Source: an optimization exercise on an open RTL-to-GDS flow (aim: small area, a short achievable clock period and few clock cycles per item). Production flows keep margins and buffers that such runs may drop. RTL that was checked went through simulation tests only; none was proved equivalent to the original.

==> 07-09 <==
// boothsalgo
module boothsalgo(clock, reset, signal_in, mcand, mplier, product, done_signal, addOP, subOP);
==> flow/config.mk <==
export PLATFORM = sky130hd
export DESIGN_NAME = boothsalgo
export DESIGN_NICKNAME = boothsalgo
export VERILOG_FILES = /design/flow/design.v
export SDC_FILE = /design/flow/constraint.sdc
export NUM_CORES = 4
export LEC_CHECK = 0
export ABC_AREA = 1
export CAP_MARGIN = 20
export CORE_MARGIN = 2
export CORE_UTILIZATION = 40
export SETUP_SLACK_MARGIN = 2.0
export SLEW_MARGIN = 20
==> flow/constraint.sdc <==
create_clock -name core_clock -period 6.5 [get_ports {clock}]
set_input_delay 1.3000 -clock core_clock [delete_from_list [all_inputs] [get_ports {clock}]]
set_output_delay 1.3000 -clock core_clock [all_outputs]
set_load 0.01 [all_outputs]
run.sh (not shown) runs the stock make flow with config.mk's settings and CLKGATE_MAP_FILE= SYNTH_SCRIPT=/design/flow/synth_recipe.tcl, a recipe that flattens the netlist after the stock synthesis.
==> 11-14 (differences from 07-09) <==
--- a/flow/design.v
+++ b/flow/design.v
@@ -6,97 +6,88 @@
     output reg done_signal;
     output reg [4:0] addOP;
     reg m31;              
     output reg [4:0] subOP;
     reg [31:0] X;         
     reg [31:0] L;         
     reg [31:0] H;         
     reg        busy;
-    reg [3:0] sel;    
-    reg [3:0] sel_n;  
+    reg [1:0] nch;   
     reg [1:0] idx;   
     wire mcand_fit1 = (~|mcand[31:7]) | (&mcand[31:7]);
     wire mcand_fit2 = (~|mcand[31:15]) | (&mcand[31:15]);
     wire mcand_fit3 = (~|mcand[31:23]) | (&mcand[31:23]);
     wire [1:0] n_mcand = mcand_fit1 ? 2'd0 : (mcand_fit2 ? 2'd1 : (mcand_fit3 ? 2'd2 : (3)));
     wire mplier_fit1 = (~|mplier[31:7]) | (&mplier[31:7]);
     wire mplier_fit2 = (~|mplier[31:15]) | (&mplier[31:15]);
     wire mplier_fit3 = (~|mplier[31:23]) | (&mplier[31:23]);
     wire [1:0] n_mplier = mplier_fit1 ? 2'd0 : (mplier_fit2 ? 2'd1 : (mplier_fit3 ? 2'd2 : (3)));
     wire swap = n_mcand < n_mplier;
     wire [8:0] ys = {swap ? mcand[7:0] : mplier[7:0], 1'b0};
     wire [8:0] yn = L[15:7];
     wire [33:0] xe = {{2{X[31]}}, X};
     wire [33:0] x2 = {X[31], X, 1'b0};
-    reg one0_a, two0_a, one0_b, two0_b;    
-    reg neg0, neg0_n;
+    reg one0, two0, neg0;
+    reg one0_n, two0_n, neg0_n;    
     wire ones0 = ys[0] ^ ys[1];
     wire twos0 = (ys[2] & ~ys[1] & ~ys[0]) | (~ys[2] & ys[1] & ys[0]);
     wire onen0 = yn[0] ^ yn[1];
     wire twon0 = (yn[2] & ~yn[1] & ~yn[0]) | (~yn[2] & yn[1] & yn[0]);
-    wire [33:0] pp0 = {(({17{~one0_b}} & xe[33:17]) | ({17{~two0_b}} & x2[33:17])) ^ {17{~neg0_n}},
-                         (({17{~one0_a}} & xe[16:0]) | ({17{~two0_a}} & x2[16:0])) ^ {17{neg0}}};
-    reg one1_a, two1_a, one1_b, two1_b;    
-    reg neg1, neg1_n;
+    wire [33:0] pp0 = {(({17{~one0_n}} & xe[33:17]) | ({17{~two0_n}} & x2[33:17])) ^ {17{~neg0_n}},
+                         (({17{one0}} & xe[16:0]) | ({17{two0}} & x2[16:0])) ^ {17{neg0}}};
+    reg one1, two1, neg1;
+    reg one1_n, two1_n, neg1_n;    
     wire ones1 = ys[2] ^ ys[3];
     wire twos1 = (ys[4] & ~ys[3] & ~ys[2]) | (~ys[4] & ys[3] & ys[2]);
     wire onen1 = yn[2] ^ yn[3];
     wire twon1 = (yn[4] & ~yn[3] & ~yn[2]) | (~yn[4] & yn[3] & yn[2]);
-    wire [33:0] pp1 = {(({17{~one1_b}} & xe[33:17]) | ({17{~two1_b}} & x2[33:17])) ^ {17{~neg1_n}},
-                         (({17{~one1_a}} & xe[16:0]) | ({17{~two1_a}} & x2[16:0])) ^ {17{neg1}}};
-    reg one2_a, two2_a, one2_b, two2_b;    
-    reg neg2, neg2_n;
+    wire [33:0] pp1 = {(({17{~one1_n}} & xe[33:17]) | ({17{~two1_n}} & x2[33:17])) ^ {17{~neg1_n}},
+                         (({17{one1}} & xe[16:0]) | ({17{two1}} & x2[16:0])) ^ {17{neg1}}};
+    reg one2, two2, neg2;
+    reg one2_n, two2_n, neg2_n;    
     wire ones2 = ys[4] ^ ys[5];
     wire twos2 = (ys[6] & ~ys[5] & ~ys[4]) | (~ys[6] & ys[5] & ys[4]);
     wire onen2 = yn[4] ^ yn[5];
     wire twon2 = (yn[6] & ~yn[5] & ~yn[4]) | (~yn[6] & yn[5] & yn[4]);
-    wire [33:0] pp2 = {(({17{~one2_b}} & xe[33:17]) | ({17{~two2_b}} & x2[33:17])) ^ {17{~neg2_n}},
-                         (({17{~one2_a}} & xe[16:0]) | ({17{~two2_a}} & x2[16:0])) ^ {17{neg2}}};
-    reg one3_a, two3_a, one3_b, two3_b;    
-    reg neg3, neg3_n;
+    wire [33:0] pp2 = {(({17{~one2_n}} & xe[33:17]) | ({17{~two2_n}} & x2[33:17])) ^ {17{~neg2_n}},
+                         (({17{one2}} & xe[16:0]) | ({17{two2}} & x2[16:0])) ^ {17{neg2}}};
+    reg one3, two3, neg3;
+    reg one3_n, two3_n, neg3_n;    
     wire ones3 = ys[6] ^ ys[7];
     wire twos3 = (ys[8] & ~ys[7] & ~ys[6]) | (~ys[8] & ys[7] & ys[6]);
     wire onen3 = yn[6] ^ yn[7];
     wire twon3 = (yn[8] & ~yn[7] & ~yn[6]) | (~yn[8] & yn[7] & yn[6]);
-    wire [33:0] pp3 = {(({17{~one3_b}} & xe[33:17]) | ({17{~two3_b}} & x2[33:17])) ^ {17{~neg3_n}},
-                         (({17{~one3_a}} & xe[16:0]) | ({17{~two3_a}} & x2[16:0])) ^ {17{neg3}}};
+    wire [33:0] pp3 = {(({17{~one3_n}} & xe[33:17]) | ({17{~two3_n}} & x2[33:17])) ^ {17{~neg3_n}},
+                         (({17{one3}} & xe[16:0]) | ({17{two3}} & x2[16:0])) ^ {17{neg3}}};
     always @(posedge clock) begin
+        one0 <= signal_in ? ones0 : onen0;
+        two0 <= signal_in ? twos0 : twon0;
         neg0 <= signal_in ? ys[2] : yn[2];
+        one0_n <= ~(signal_in ? ones0 : onen0);
+        two0_n <= ~(signal_in ? twos0 : twon0);
         neg0_n <= ~(signal_in ? ys[2] : yn[2]);
-        one0_b <= ~(signal_in ? ones0 : onen0);
-        two0_b <= ~(signal_in ? twos0 : twon0);
-        if (signal_in | busy) begin
-            one0_a <= ~(signal_in ? ones0 : onen0);
-            two0_a <= ~(signal_in ? twos0 : twon0);
-        end
+        one1 <= signal_in ? ones1 : onen1;
+        two1 <= signal_in ? twos1 : twon1;
         neg1 <= signal_in ? ys[4] : yn[4];
+        one1_n <= ~(signal_in ? ones1 : onen1);
+        two1_n <= ~(signal_in ? twos1 : twon1);
         neg1_n <= ~(signal_in ? ys[4] : yn[4]);
-        one1_b <= ~(signal_in ? ones1 : onen1);
-        two1_b <= ~(signal_in ? twos1 : twon1);
-        if (signal_in | busy) begin
-            one1_a <= ~(signal_in ? ones1 : onen1);
-            two1_a <= ~(signal_in ? twos1 : twon1);
-        end
+        one2 <= signal_in ? ones2 : onen2;
+        two2 <= signal_in ? twos2 : twon2;
         neg2 <= signal_in ? ys[6] : yn[6];
+        one2_n <= ~(signal_in ? ones2 : onen2);
+        two2_n <= ~(signal_in ? twos2 : twon2);
         neg2_n <= ~(signal_in ? ys[6] : yn[6]);
-        one2_b <= ~(signal_in ? ones2 : onen2);
-        two2_b <= ~(signal_in ? twos2 : twon2);
-        if (signal_in | busy) begin
-            one2_a <= ~(signal_in ? ones2 : onen2);
-            two2_a <= ~(signal_in ? twos2 : twon2);
-        end
+        one3 <= signal_in ? ones3 : onen3;
+        two3 <= signal_in ? twos3 : twon3;
         neg3 <= signal_in ? ys[8] : yn[8];
+        one3_n <= ~(signal_in ? ones3 : onen3);
+        two3_n <= ~(signal_in ? twos3 : twon3);
         neg3_n <= ~(signal_in ? ys[8] : yn[8]);
-        one3_b <= ~(signal_in ? ones3 : onen3);
-        two3_b <= ~(signal_in ? twos3 : twon3);
-        if (signal_in | busy) begin
-            one3_a <= ~(signal_in ? ones3 : onen3);
-            two3_a <= ~(signal_in ? twos3 : twon3);
-        end
     end
     wire cs1;
     wire cs2;
     wire cs3;
     wire cs4;
     wire cs5;
     wire cs6;
     wire cs7;
@@ -685,50 +676,43 @@
     assign pc6 = (gcnt[2] & gcnt[5]) | (gcnt[2] & gcnt[8]) | (gcnt[5] & gcnt[8]);
     assign pc7 = pc1 ^ gcnt[6];
     assign pc8 = pc1 & gcnt[6];
     assign pc9 = pc2 ^ pc3 ^ gcnt[10];
     assign pc10 = (pc2 & pc3) | (pc2 & gcnt[10]) | (pc3 & gcnt[10]);
     assign pc11 = pc4 ^ pc5 ^ gcnt[11];
     assign pc12 = (pc4 & pc5) | (pc4 & gcnt[11]) | (pc5 & gcnt[11]);
     wire [4:0] nsub = {1'b0, pc12, pc10, pc8, pc7} + {1'b0, pc6, pc11, pc9, gcnt[9]};
-    wire [63:0] al0 = $signed({H, L}) >>> 24;
-    wire [63:0] al1 = $signed({H, L}) >>> 16;
-    wire [63:0] al2 = $signed({H, L}) >>> 8;
-    wire [63:0] al3 = $signed({H, L}) >>> 0;
     always @(posedge clock) begin
         if (reset) begin
             busy <= 1'b0;
             done_signal <= 1'b0;
         end else if (signal_in) begin
             X <= swap ? mplier : mcand;
             L <= swap ? mcand : mplier;
-            sel <= 4'd1 << (swap ? n_mcand : n_mplier);
-            sel_n <= ~(4'd1 << (swap ? n_mcand : n_mplier));
+            nch <= swap ? n_mcand : n_mplier;
             H <= 32'd0;
             idx <= 2'd0;
             busy <= 1'b1;
             done_signal <= 1'b0;
             m31 <= mplier[31];
         end else if (busy) begin
             if (idx == 2'd0) subOP <= nsub;
             H <= sum[39:8];
             L <= {sum[7:0], L[31:8]};
             idx <= idx + 1'b1;
-            if (sel[idx]) begin
+            if (idx == nch) begin
                 busy <= 1'b0;
                 done_signal <= 1'b1;
             end
         end
     end
     always @(*) begin
         addOP = subOP - {4'd0, m31};
-        product = 64'd0;
-        product[31:0] = product[31:0] | ({32{sel[0]}} & al0[31:0]);
-        product[63:32] = product[63:32] | ({32{~sel_n[0]}} & al0[63:32]);
-        product[31:0] = product[31:0] | ({32{sel[1]}} & al1[31:0]);
-        product[63:32] = product[63:32] | ({32{~sel_n[1]}} & al1[63:32]);
-        product[31:0] = product[31:0] | ({32{sel[2]}} & al2[31:0]);
-        product[63:32] = product[63:32] | ({32{~sel_n[2]}} & al2[63:32]);
-        product[31:0] = product[31:0] | ({32{sel[3]}} & al3[31:0]);
-        product[63:32] = product[63:32] | ({32{~sel_n[3]}} & al3[63:32]);
+        case (nch)
+            2'd0: product = $signed({H, L}) >>> 24;
+            2'd1: product = $signed({H, L}) >>> 16;
+            2'd2: product = $signed({H, L}) >>> 8;
+            2'd3: product = $signed({H, L}) >>> 0;
+            default: product = 64'sd0;
+        endcase
     end
 endmodule
==> flow/flow/run.sh (new file) <==
#!/bin/bash
set -e
cp standard.sh standard_sh_copy.log
export ADDER_MAP_FILE=
bash standard.sh > standard.log 2>&1
==> flow/standard.sh (new file) <==
#!/bin/bash
# synth_recipe.tcl (not shown) runs the flow's synth.tcl, then flattens the netlist and writes it again
# the make line also repeats each setting of config.mk as NAME=value (left out here)
make -C /OpenROAD-flow-scripts/flow DESIGN_CONFIG=/design/flow/config.mk WORK_HOME=/design/flow/orfs CLKGATE_MAP_FILE= SYNTH_SCRIPT=/design/flow/synth_recipe.tcl "${@:-finish}"
removed: flow/run.sh
==> 04-13 (differences from 07-09) <==
--- a/flow/design.v
+++ b/flow/design.v
@@ -22,81 +22,73 @@
     wire mplier_fit2 = (~|mplier[31:15]) | (&mplier[31:15]);
     wire mplier_fit3 = (~|mplier[31:23]) | (&mplier[31:23]);
     wire [1:0] n_mplier = mplier_fit1 ? 2'd0 : (mplier_fit2 ? 2'd1 : (mplier_fit3 ? 2'd2 : (3)));
     wire swap = n_mcand < n_mplier;
     wire [8:0] ys = {swap ? mcand[7:0] : mplier[7:0], 1'b0};
     wire [8:0] yn = L[15:7];
     wire [33:0] xe = {{2{X[31]}}, X};
     wire [33:0] x2 = {X[31], X, 1'b0};
-    reg one0_a, two0_a, one0_b, two0_b;    
-    reg neg0, neg0_n;
+    reg one0, two0, neg0;
+    reg one0_n, two0_n, neg0_n;    
     wire ones0 = ys[0] ^ ys[1];
     wire twos0 = (ys[2] & ~ys[1] & ~ys[0]) | (~ys[2] & ys[1] & ys[0]);
     wire onen0 = yn[0] ^ yn[1];
     wire twon0 = (yn[2] & ~yn[1] & ~yn[0]) | (~yn[2] & yn[1] & yn[0]);
-    wire [33:0] pp0 = {(({17{~one0_b}} & xe[33:17]) | ({17{~two0_b}} & x2[33:17])) ^ {17{~neg0_n}},
-                         (({17{~one0_a}} & xe[16:0]) | ({17{~two0_a}} & x2[16:0])) ^ {17{neg0}}};
-    reg one1_a, two1_a, one1_b, two1_b;    
-    reg neg1, neg1_n;
+    wire [33:0] pp0 = {(({17{~one0_n}} & xe[33:17]) | ({17{~two0_n}} & x2[33:17])) ^ {17{~neg0_n}},
+                         (({17{one0}} & xe[16:0]) | ({17{two0}} & x2[16:0])) ^ {17{neg0}}};
+    reg one1, two1, neg1;
+    reg one1_n, two1_n, neg1_n;    
     wire ones1 = ys[2] ^ ys[3];
     wire twos1 = (ys[4] & ~ys[3] & ~ys[2]) | (~ys[4] & ys[3] & ys[2]);
     wire onen1 = yn[2] ^ yn[3];
     wire twon1 = (yn[4] & ~yn[3] & ~yn[2]) | (~yn[4] & yn[3] & yn[2]);
-    wire [33:0] pp1 = {(({17{~one1_b}} & xe[33:17]) | ({17{~two1_b}} & x2[33:17])) ^ {17{~neg1_n}},
-                         (({17{~one1_a}} & xe[16:0]) | ({17{~two1_a}} & x2[16:0])) ^ {17{neg1}}};
-    reg one2_a, two2_a, one2_b, two2_b;    
-    reg neg2, neg2_n;
+    wire [33:0] pp1 = {(({17{~one1_n}} & xe[33:17]) | ({17{~two1_n}} & x2[33:17])) ^ {17{~neg1_n}},
+                         (({17{one1}} & xe[16:0]) | ({17{two1}} & x2[16:0])) ^ {17{neg1}}};
+    reg one2, two2, neg2;
+    reg one2_n, two2_n, neg2_n;    
     wire ones2 = ys[4] ^ ys[5];
     wire twos2 = (ys[6] & ~ys[5] & ~ys[4]) | (~ys[6] & ys[5] & ys[4]);
     wire onen2 = yn[4] ^ yn[5];
     wire twon2 = (yn[6] & ~yn[5] & ~yn[4]) | (~yn[6] & yn[5] & yn[4]);
-    wire [33:0] pp2 = {(({17{~one2_b}} & xe[33:17]) | ({17{~two2_b}} & x2[33:17])) ^ {17{~neg2_n}},
-                         (({17{~one2_a}} & xe[16:0]) | ({17{~two2_a}} & x2[16:0])) ^ {17{neg2}}};
-    reg one3_a, two3_a, one3_b, two3_b;    
-    reg neg3, neg3_n;
+    wire [33:0] pp2 = {(({17{~one2_n}} & xe[33:17]) | ({17{~two2_n}} & x2[33:17])) ^ {17{~neg2_n}},
+                         (({17{one2}} & xe[16:0]) | ({17{two2}} & x2[16:0])) ^ {17{neg2}}};
+    reg one3, two3, neg3;
+    reg one3_n, two3_n, neg3_n;    
     wire ones3 = ys[6] ^ ys[7];
     wire twos3 = (ys[8] & ~ys[7] & ~ys[6]) | (~ys[8] & ys[7] & ys[6]);
     wire onen3 = yn[6] ^ yn[7];
     wire twon3 = (yn[8] & ~yn[7] & ~yn[6]) | (~yn[8] & yn[7] & yn[6]);
-    wire [33:0] pp3 = {(({17{~one3_b}} & xe[33:17]) | ({17{~two3_b}} & x2[33:17])) ^ {17{~neg3_n}},
-                         (({17{~one3_a}} & xe[16:0]) | ({17{~two3_a}} & x2[16:0])) ^ {17{neg3}}};
+    wire [33:0] pp3 = {(({17{~one3_n}} & xe[33:17]) | ({17{~two3_n}} & x2[33:17])) ^ {17{~neg3_n}},
+                         (({17{one3}} & xe[16:0]) | ({17{two3}} & x2[16:0])) ^ {17{neg3}}};
     always @(posedge clock) begin
+        one0 <= signal_in ? ones0 : onen0;
+        two0 <= signal_in ? twos0 : twon0;
         neg0 <= signal_in ? ys[2] : yn[2];
+        one0_n <= ~(signal_in ? ones0 : onen0);
+        two0_n <= ~(signal_in ? twos0 : twon0);
         neg0_n <= ~(signal_in ? ys[2] : yn[2]);
-        one0_b <= ~(signal_in ? ones0 : onen0);
-        two0_b <= ~(signal_in ? twos0 : twon0);
-        if (signal_in | busy) begin
-            one0_a <= ~(signal_in ? ones0 : onen0);
-            two0_a <= ~(signal_in ? twos0 : twon0);
-        end
+        one1 <= signal_in ? ones1 : onen1;
+        two1 <= signal_in ? twos1 : twon1;
         neg1 <= signal_in ? ys[4] : yn[4];
+        one1_n <= ~(signal_in ? ones1 : onen1);
+        two1_n <= ~(signal_in ? twos1 : twon1);
         neg1_n <= ~(signal_in ? ys[4] : yn[4]);
-        one1_b <= ~(signal_in ? ones1 : onen1);
-        two1_b <= ~(signal_in ? twos1 : twon1);
-        if (signal_in | busy) begin
-            one1_a <= ~(signal_in ? ones1 : onen1);
-            two1_a <= ~(signal_in ? twos1 : twon1);
-        end
+        one2 <= signal_in ? ones2 : onen2;
+        two2 <= signal_in ? twos2 : twon2;
         neg2 <= signal_in ? ys[6] : yn[6];
+        one2_n <= ~(signal_in ? ones2 : onen2);
+        two2_n <= ~(signal_in ? twos2 : twon2);
         neg2_n <= ~(signal_in ? ys[6] : yn[6]);
-        one2_b <= ~(signal_in ? ones2 : onen2);
-        two2_b <= ~(signal_in ? twos2 : twon2);
-        if (signal_in | busy) begin
-            one2_a <= ~(signal_in ? ones2 : onen2);
-            two2_a <= ~(signal_in ? twos2 : twon2);
-        end
+        one3 <= signal_in ? ones3 : onen3;
+        two3 <= signal_in ? twos3 : twon3;
         neg3 <= signal_in ? ys[8] : yn[8];
+        one3_n <= ~(signal_in ? ones3 : onen3);
+        two3_n <= ~(signal_in ? twos3 : twon3);
         neg3_n <= ~(signal_in ? ys[8] : yn[8]);
-        one3_b <= ~(signal_in ? ones3 : onen3);
-        two3_b <= ~(signal_in ? twos3 : twon3);
-        if (signal_in | busy) begin
-            one3_a <= ~(signal_in ? ones3 : onen3);
-            two3_a <= ~(signal_in ? twos3 : twon3);
-        end
     end
     wire cs1;
     wire cs2;
     wire cs3;
     wire cs4;
     wire cs5;
     wire cs6;
     wire cs7;
CORE_UTILIZATION = 60   (was 40)
==> summary of the runs <==
In 11-14 the via count is higher than in 07-09, by 46%.
The lowest area after synthesis belongs to 04-13, the highest to 11-14.
The lowest routed wire length belongs to 04-13, the highest to 11-14.
In 11-14 the sequential share of layout area is lower than in 04-13, by 2.7 points.
Final cell count, lowest first: 04-13, 07-09, 11-14.
Non-clock buffer count: 07-09 > 04-13 > 11-14.
Testbench counts of 04-13, summed over its fixed seeds: cycles 8,914, mults 3,200.
No functional check of the RTL was part of 07-09 and 11-14.

-- separate check: timing with driven ports --
No port has a modelled driver above. Below, the same layouts with a new extraction and two added sets of constraints.
Step 1 sets driving cells, clkbuf_16 on the clock port and buf_2 on the other inputs (assumed; they add their load-dependent delay and slew).
Step 2 times the ports against the registers' clock, not the clock port: input delays grow and output delays shrink by t, the midpoint of the rising clock arrivals with the driver on.
Three values: ideal, step 1, step 2; two values: the first two.
| run | shift t [ns] | setup slack, ns | worst setup path after step 2 | worst data-port slew with drivers (ns) | cell pins on the clock port's net |
|---|---|---|---|---|---|
| 07-09 | 0.508 | 2.040 / 1.987 / 1.803 | input to register | 0.05 | 1 |
| 11-14 | 0.548 | 1.995 / 1.935 / 1.837 | input to register | 0.05 | 1 |
| 04-13 | 0.498 | 1.915 / 1.915 / 1.766 | input to register | 0.04 | 1 |
After both steps setup and hold are still met in every run listed. The setup slack of 07-09, which loses most, moves by -0.053 ns with the drivers and by -0.237 ns with both steps.
